From an optimization exercise on the open Yosys and OpenROAD flow, aimed at small area, a short achievable clock period and few clock cycles per item; shortcuts taken in it are not production practice. The clock input has no modelled driver; a real chip could not lean on it and would need a root buffer or a full tree. Power is estimated from default activity; no workload was simulated.

## red
==> flow/design.v <==
`timescale 1ns / 1ps
module Encoder(clk, reset, start, p_text, m_key, done, c_text);
    input clk, reset, start;
    input wire [63:0] p_text;
    input wire [79:0] m_key;
    output reg done;
    output wire [63:0] c_text;
    reg [63:0] t;
    reg [79:0] k;
    reg [4:0]  cnt;
    reg        busy;
    reg [1:0]  busy_k;
    reg [5:0]  idle_r;
    genvar i;
    wire [79:0] w = {k[66:0], k[79:67]};
    reg  [3:0] ks;
    wire [3:0] ksd;
    wire [4:0] rcx;
    generate for (i = 0; i < 5; i = i + 1) begin : rc
        C_xor2 u (.A(cnt[i]), .B(w[59+i]), .X(rcx[i]));
    end endgenerate
    wire [79:0] g = {w[79:64], rcx, w[58:4], ks};
    wire [79:0] kd;
    SBox uk (.x(kd[70:67]), .y(ksd));
    generate for (i = 0; i < 80; i = i + 1) begin : km
        wire n0, n1;
        C_nand2 u0 (.A(g[i]), .B(busy_k[i%2]), .Y(n0));
        C_nand2 u1 (.A(m_key[i]), .B(idle_r[i%2]), .Y(n1));
        C_nand2 u2 (.A(n0), .B(n1), .Y(kd[i]));
    end endgenerate
    wire [63:0] pn, y;
    generate for (i = 0; i < 64; i = i + 1) begin : yk
        C_nand2 u0 (.A(p_text[i]), .B(idle_r[2+i%2]), .Y(pn[i]));
        C_xnor2 u1 (.A(kd[i]), .B(pn[i]), .Y(y[i]));
    end endgenerate
    wire [63:0] b;
    generate for (i = 0; i < 16; i = i + 1) begin : sb
        SBoxG u (.x(t[4*i+3:4*i]), .enn(idle_r[4+i%2]), .y(b[4*i+3:4*i]));
    end endgenerate
    wire [63:0] c, d;
    generate for (i = 0; i < 4; i = i + 1) begin : sh
        assign c[16*i+15:16*i] = {b[16*i+7:16*i+4], b[16*i+3:16*i],
                                  b[16*i+15:16*i+12], b[16*i+11:16*i+8]};
    end endgenerate
    assign d[15:0]  = {c[14:0],  c[15]};
    assign d[31:16] = {c[27:16], c[31:28]};
    assign d[47:32] = {c[40:32], c[47:41]};
    assign d[63:48] = {c[54:48], c[63:55]};
    wire [63:0] tn;
    wire [15:0] e2, e1, a3, a0;
    generate for (i = 0; i < 16; i = i + 1) begin : mx
        C_xor2 x0 (.A(d[32+i]), .B(d[i]),    .X(e2[i]));
        C_xor2 x1 (.A(d[48+i]), .B(d[16+i]), .X(e1[i]));
        C_xor2 x2 (.A(d[48+i]), .B(y[48+i]), .X(a3[i]));
        C_xor2 x3 (.A(d[i]),    .B(y[i]),    .X(a0[i]));
        C_xor2 x4 (.A(a3[i]),   .B(e2[i]),   .X(tn[48+i]));
        C_xor2 x5 (.A(e2[i]),   .B(y[32+i]), .X(tn[32+i]));
        C_xor2 x6 (.A(e1[i]),   .B(y[16+i]), .X(tn[16+i]));
        C_xor2 x7 (.A(a0[i]),   .B(e1[i]),   .X(tn[i]));
    end endgenerate
    assign c_text = t;
    integer j;
    always @(posedge clk) begin
        t <= tn;
        k <= kd;
        ks <= ksd;
        cnt <= busy ? cnt + 5'd1 : 5'd0;
        for (j = 0; j < 2; j = j + 1)
            busy_k[j] <= !reset && (busy_k[j] ? cnt != 5'd24 : start);
        for (j = 0; j < 6; j = j + 1)
            idle_r[j] <= reset || (idle_r[j] ? !start : cnt == 5'd24);
        if (reset) begin
            busy <= 1'b0;
            done <= 1'b0;
        end else if (!busy) begin
            done <= 1'b0;
            busy <= start;
        end else if (cnt == 5'd24) begin
            busy <= 1'b0;
            done <= 1'b1;
        end
    end
endmodule
module SBoxN(x, yn);
    input [3:0] x;
    output [3:0] yn;
    wire n03, a03, n01, a13, e03, x12, qn, f11, f20, f31, f30;
    C_nor2   g0 (.A(x[0]), .B(x[3]), .Y(n03));
    C_nand2  g1 (.A(x[0]), .B(x[3]), .Y(a03));
    C_nor2   g2 (.A(x[0]), .B(x[1]), .Y(n01));
    C_nand2  g3 (.A(x[1]), .B(x[3]), .Y(a13));
    C_nand2b g4 (.A_N(n03), .B(a03), .Y(e03));    
    C_xor2   g5 (.A(x[1]), .B(x[2]), .X(x12));
    C_nand2b g6 (.A_N(x[0]), .B(x[3]), .Y(qn));
    C_xor2   g7 (.A(x[1]), .B(n03), .X(f11));
    C_xor2   g8 (.A(x[1]), .B(a03), .X(f20));
    C_xnor2  g9 (.A(x[3]), .B(n01), .Y(f31));
    C_xor2   g10 (.A(x[0]), .B(a13), .X(f30));
    C_xor2   g11 (.A(x12), .B(qn), .X(yn[0]));
    C_mux2i  g12 (.A0(e03), .A1(f11), .S(x[2]), .Y(yn[1]));
    C_mux2i  g13 (.A0(f20), .A1(e03), .S(x[2]), .Y(yn[2]));
    C_mux2i  g14 (.A0(f30), .A1(f31), .S(x[2]), .Y(yn[3]));
endmodule
module SBoxG(x, enn, y);
    input [3:0] x;
    input enn;
    output [3:0] y;
    wire [3:0] yn;
    SBoxN s (.x(x), .yn(yn));
    C_nor2 g0 (.A(yn[0]), .B(enn), .Y(y[0]));
    C_nor2 g1 (.A(yn[1]), .B(enn), .Y(y[1]));
    C_nor2 g2 (.A(yn[2]), .B(enn), .Y(y[2]));
    C_nor2 g3 (.A(yn[3]), .B(enn), .Y(y[3]));
endmodule
module SBox(x, y);
    input [3:0] x;
    output [3:0] y;
    wire [3:0] yn;
    SBoxN s (.x(x), .yn(yn));
    C_inv g0 (.A(yn[0]), .Y(y[0]));
    C_inv g1 (.A(yn[1]), .Y(y[1]));
    C_inv g2 (.A(yn[2]), .Y(y[2]));
    C_inv g3 (.A(yn[3]), .Y(y[3]));
endmodule
module C_inv(A, Y);
    input A;
    output Y;
    assign Y = (~A);
endmodule
module C_mux2i(A0, A1, S, Y);
    input A0, A1, S;
    output Y;
    assign Y = (~A0&~S) | (~A1&S);
endmodule
module C_nand2(A, B, Y);
    input A, B;
    output Y;
    assign Y = (~A) | (~B);
endmodule
module C_nand2b(A_N, B, Y);
    input A_N, B;
    output Y;
    assign Y = (A_N) | (~B);
endmodule
module C_nor2(A, B, Y);
    input A, B;
    output Y;
    assign Y = (~A&~B);
endmodule
module C_xnor2(A, B, Y);
    input A, B;
    output Y;
    assign Y = (~A&~B) | (A&B);
endmodule
module C_xor2(A, B, X);
    input A, B;
    output X;
    assign X = (A&~B) | (~A&B);
endmodule
Settings: LEC_CHECK=0, CAP_MARGIN=20, CORE_MARGIN=2, CORE_UTILIZATION=40, SETUP_SLACK_MARGIN=1.9, SLEW_MARGIN=20, SYNTH_HIERARCHICAL=1; clock period 3.5 ns.
standard.sh (not shown) runs the stock make flow with config.mk's settings and CLKGATE_MAP_FILE= SYNTH_SCRIPT=/design/flow/synth_recipe.tcl, a recipe that flattens the netlist after the stock synthesis.
==> flow/flow/run.sh <==
#!/bin/bash
# The standard layout, with plain buf_1 cells as the port buffers and a
# hand-built two-level clock tree (flow/clock_tree.tcl) in place of TritonCTS.
set -uo pipefail
export BUFFER_PORTS_ARGS="-buffer_cell sky130_fd_sc_hd__buf_1"
export PRE_CTS_TCL="$PWD/flow/clock_tree.tcl"
bash standard.sh > standard_flow.log 2>&1
Other scripts of this flow, unchanged in this note and not shown: flow/flow/clock_tree.tcl, flow/flow/clock_tree_lib.tcl
### red -> blue
-- flow/design.v --
<<< red, line 10
    reg [4:0]  cnt;
    reg        busy;
    reg [1:0]  busy_k;
    reg [5:0]  idle_r;
    genvar i;
>>> blue, line 10
    reg [4:0]  cnt;
    reg        busy;
    reg [3:0]  busy_k;
    reg [5:0]  idle_r;
    genvar i;
<<< red, line 36
    wire [63:0] b;
    generate for (i = 0; i < 16; i = i + 1) begin : sb
        SBoxG u (.x(t[4*i+3:4*i]), .enn(idle_r[4+i%2]), .y(b[4*i+3:4*i]));
    end endgenerate
    wire [63:0] c, d;
>>> blue, line 36
    wire [63:0] b;
    generate for (i = 0; i < 16; i = i + 1) begin : sb
        SBoxG u (.x(t[4*i+3:4*i]), .en(busy_k[2+i%2]), .enn(idle_r[4+i%2]), .y(b[4*i+3:4*i]));
    end endgenerate
    wire [63:0] c, d;
<<< red, line 66
        ks <= ksd;
        cnt <= busy ? cnt + 5'd1 : 5'd0;
        for (j = 0; j < 2; j = j + 1)
            busy_k[j] <= !reset && (busy_k[j] ? cnt != 5'd24 : start);
        for (j = 0; j < 6; j = j + 1)
>>> blue, line 66
        ks <= ksd;
        cnt <= busy ? cnt + 5'd1 : 5'd0;
        for (j = 0; j < 4; j = j + 1)
            busy_k[j] <= !reset && (busy_k[j] ? cnt != 5'd24 : start);
        for (j = 0; j < 6; j = j + 1)
<<< red, line 90
    C_nor2   g2 (.A(x[0]), .B(x[1]), .Y(n01));
    C_nand2  g3 (.A(x[1]), .B(x[3]), .Y(a13));
    C_nand2b g4 (.A_N(n03), .B(a03), .Y(e03));    
    C_xor2   g5 (.A(x[1]), .B(x[2]), .X(x12));
    C_nand2b g6 (.A_N(x[0]), .B(x[3]), .Y(qn));
>>> blue, line 90
    C_nor2   g2 (.A(x[0]), .B(x[1]), .Y(n01));
    C_nand2  g3 (.A(x[1]), .B(x[3]), .Y(a13));
    C_xnor2  g4 (.A(x[0]), .B(x[3]), .Y(e03));
    C_xor2   g5 (.A(x[1]), .B(x[2]), .X(x12));
    C_nand2b g6 (.A_N(x[0]), .B(x[3]), .Y(qn));
<<< red, line 102
    C_mux2i  g14 (.A0(f30), .A1(f31), .S(x[2]), .Y(yn[3]));
endmodule
module SBoxG(x, enn, y);
    input [3:0] x;
    input enn;
    output [3:0] y;
    wire [3:0] yn;
    SBoxN s (.x(x), .yn(yn));
    C_nor2 g0 (.A(yn[0]), .B(enn), .Y(y[0]));
    C_nor2 g1 (.A(yn[1]), .B(enn), .Y(y[1]));
    C_nor2 g2 (.A(yn[2]), .B(enn), .Y(y[2]));
    C_nor2 g3 (.A(yn[3]), .B(enn), .Y(y[3]));
endmodule
module SBox(x, y);
>>> blue, line 102
    C_mux2i  g14 (.A0(f30), .A1(f31), .S(x[2]), .Y(yn[3]));
endmodule
module SBoxG(x, en, enn, y);
    input [3:0] x;
    input en, enn;
    output [3:0] y;
    wire n03, a03, n01, a13, e03, x12, qn, f11, f20, f31, f30, s0n, sel0;
    wire h1, l1, h2, l2, h3, l3;
    C_nor2   g0 (.A(x[0]), .B(x[3]), .Y(n03));
    C_nand2  g1 (.A(x[0]), .B(x[3]), .Y(a03));
    C_nor2   g2 (.A(x[0]), .B(x[1]), .Y(n01));
    C_nand2  g3 (.A(x[1]), .B(x[3]), .Y(a13));
    C_xnor2  g4 (.A(x[0]), .B(x[3]), .Y(e03));
    C_xor2   g5 (.A(x[1]), .B(x[2]), .X(x12));
    C_nand2b g6 (.A_N(x[0]), .B(x[3]), .Y(qn));
    C_nor2   g7 (.A(x[2]), .B(enn), .Y(sel0));
    C_xor2   g8 (.A(x[1]), .B(n03), .X(f11));
    C_xor2   g9 (.A(x[1]), .B(a03), .X(f20));
    C_xnor2  g10 (.A(x[3]), .B(n01), .Y(f31));
    C_xor2   g11 (.A(x[0]), .B(a13), .X(f30));
    C_xor2   g12 (.A(x12), .B(qn), .X(s0n));
    C_nor2   g13 (.A(s0n), .B(enn), .Y(y[0]));
    C_nand3  g14 (.A(x[2]), .B(en), .C(f11), .Y(h1));
    C_nand2  g15 (.A(sel0), .B(e03), .Y(l1));
    C_nand2  g16 (.A(h1), .B(l1), .Y(y[1]));
    C_nand3  g17 (.A(x[2]), .B(en), .C(e03), .Y(h2));
    C_nand2  g18 (.A(sel0), .B(f20), .Y(l2));
    C_nand2  g19 (.A(h2), .B(l2), .Y(y[2]));
    C_nand3  g20 (.A(x[2]), .B(en), .C(f31), .Y(h3));
    C_nand2  g21 (.A(sel0), .B(f30), .Y(l3));
    C_nand2  g22 (.A(h3), .B(l3), .Y(y[3]));
endmodule
module SBox(x, y);
<<< red, line 143
    assign Y = (A_N) | (~B);
endmodule
module C_nor2(A, B, Y);
    input A, B;
>>> blue, line 162
    assign Y = (A_N) | (~B);
endmodule
module C_nand3(A, B, C, Y);
    input A, B, C;
    output Y;
    assign Y = (~A) | (~B) | (~C);
endmodule
module C_nor2(A, B, Y);
    input A, B;
Findings:
- Per the comparison of blue with red, total number of vias now sits higher, sequential power now sits higher, detailed-routing wirelength on met1 went up about 4.5%.
- Compared with red, final estimated routing congestion in global placement in blue increased by a few percent.
- The higher gate count after technology mapping of red and blue is in blue.
- Any difference in utilization between red and blue is small enough to ignore.
- Compared with red, blue shows a max-slew headroom at the worst pin that is 4.5 points lower.
- blue ends up with a fraction of standard cell area in multi-input logic that is 1.1 points lower than in red.
- Proportion of layout cells with a drive suffix above 1 in blue is 3.2 points lower than in red
- Reported for red and blue, final-report max-slew violation count turned out identical to the last digit.
- A worst setup path startpoint of t[22] is what blue shows, while t[10] belongs to red.
Function was not checked in any run of this note: the RTL went through the layout flow alone. In every run of this note, the design's own scripts or RTL, not TritonCTS, make the clock network.

==> re-timing with driven ports <==
How much do the figures lean on ideal ports? The routed layouts below were timed once more, with nothing changed but the port constraints. Step 1, drivers: a clkbuf_16 drives clk and a buf_2 each remaining input, both assumed. Step 2, shift: input delay + t, output delay - t, t = (earliest + latest rising clock arrival at the registers) / 2. This alone moves slack from input paths to output paths. a / b / c = no drivers / after step 1 / after step 2; a / b = the first two.
run	t (ns)	setup slack, ns	clock arrival spread, ns	worst slew at a driven data input, ns	cell pins on the clock port's net
red	0.372	1.910 / 1.816 / 1.818	0.015 / 0.015	0.05	4
blue	0.372	1.909 / 1.813 / 1.736	0.009 / 0.009	0.04	4
After both steps every run listed still meets setup and hold. For blue, which loses most, drivers alone change the setup slack by -0.096 ns; drivers and shift together by -0.173 ns.
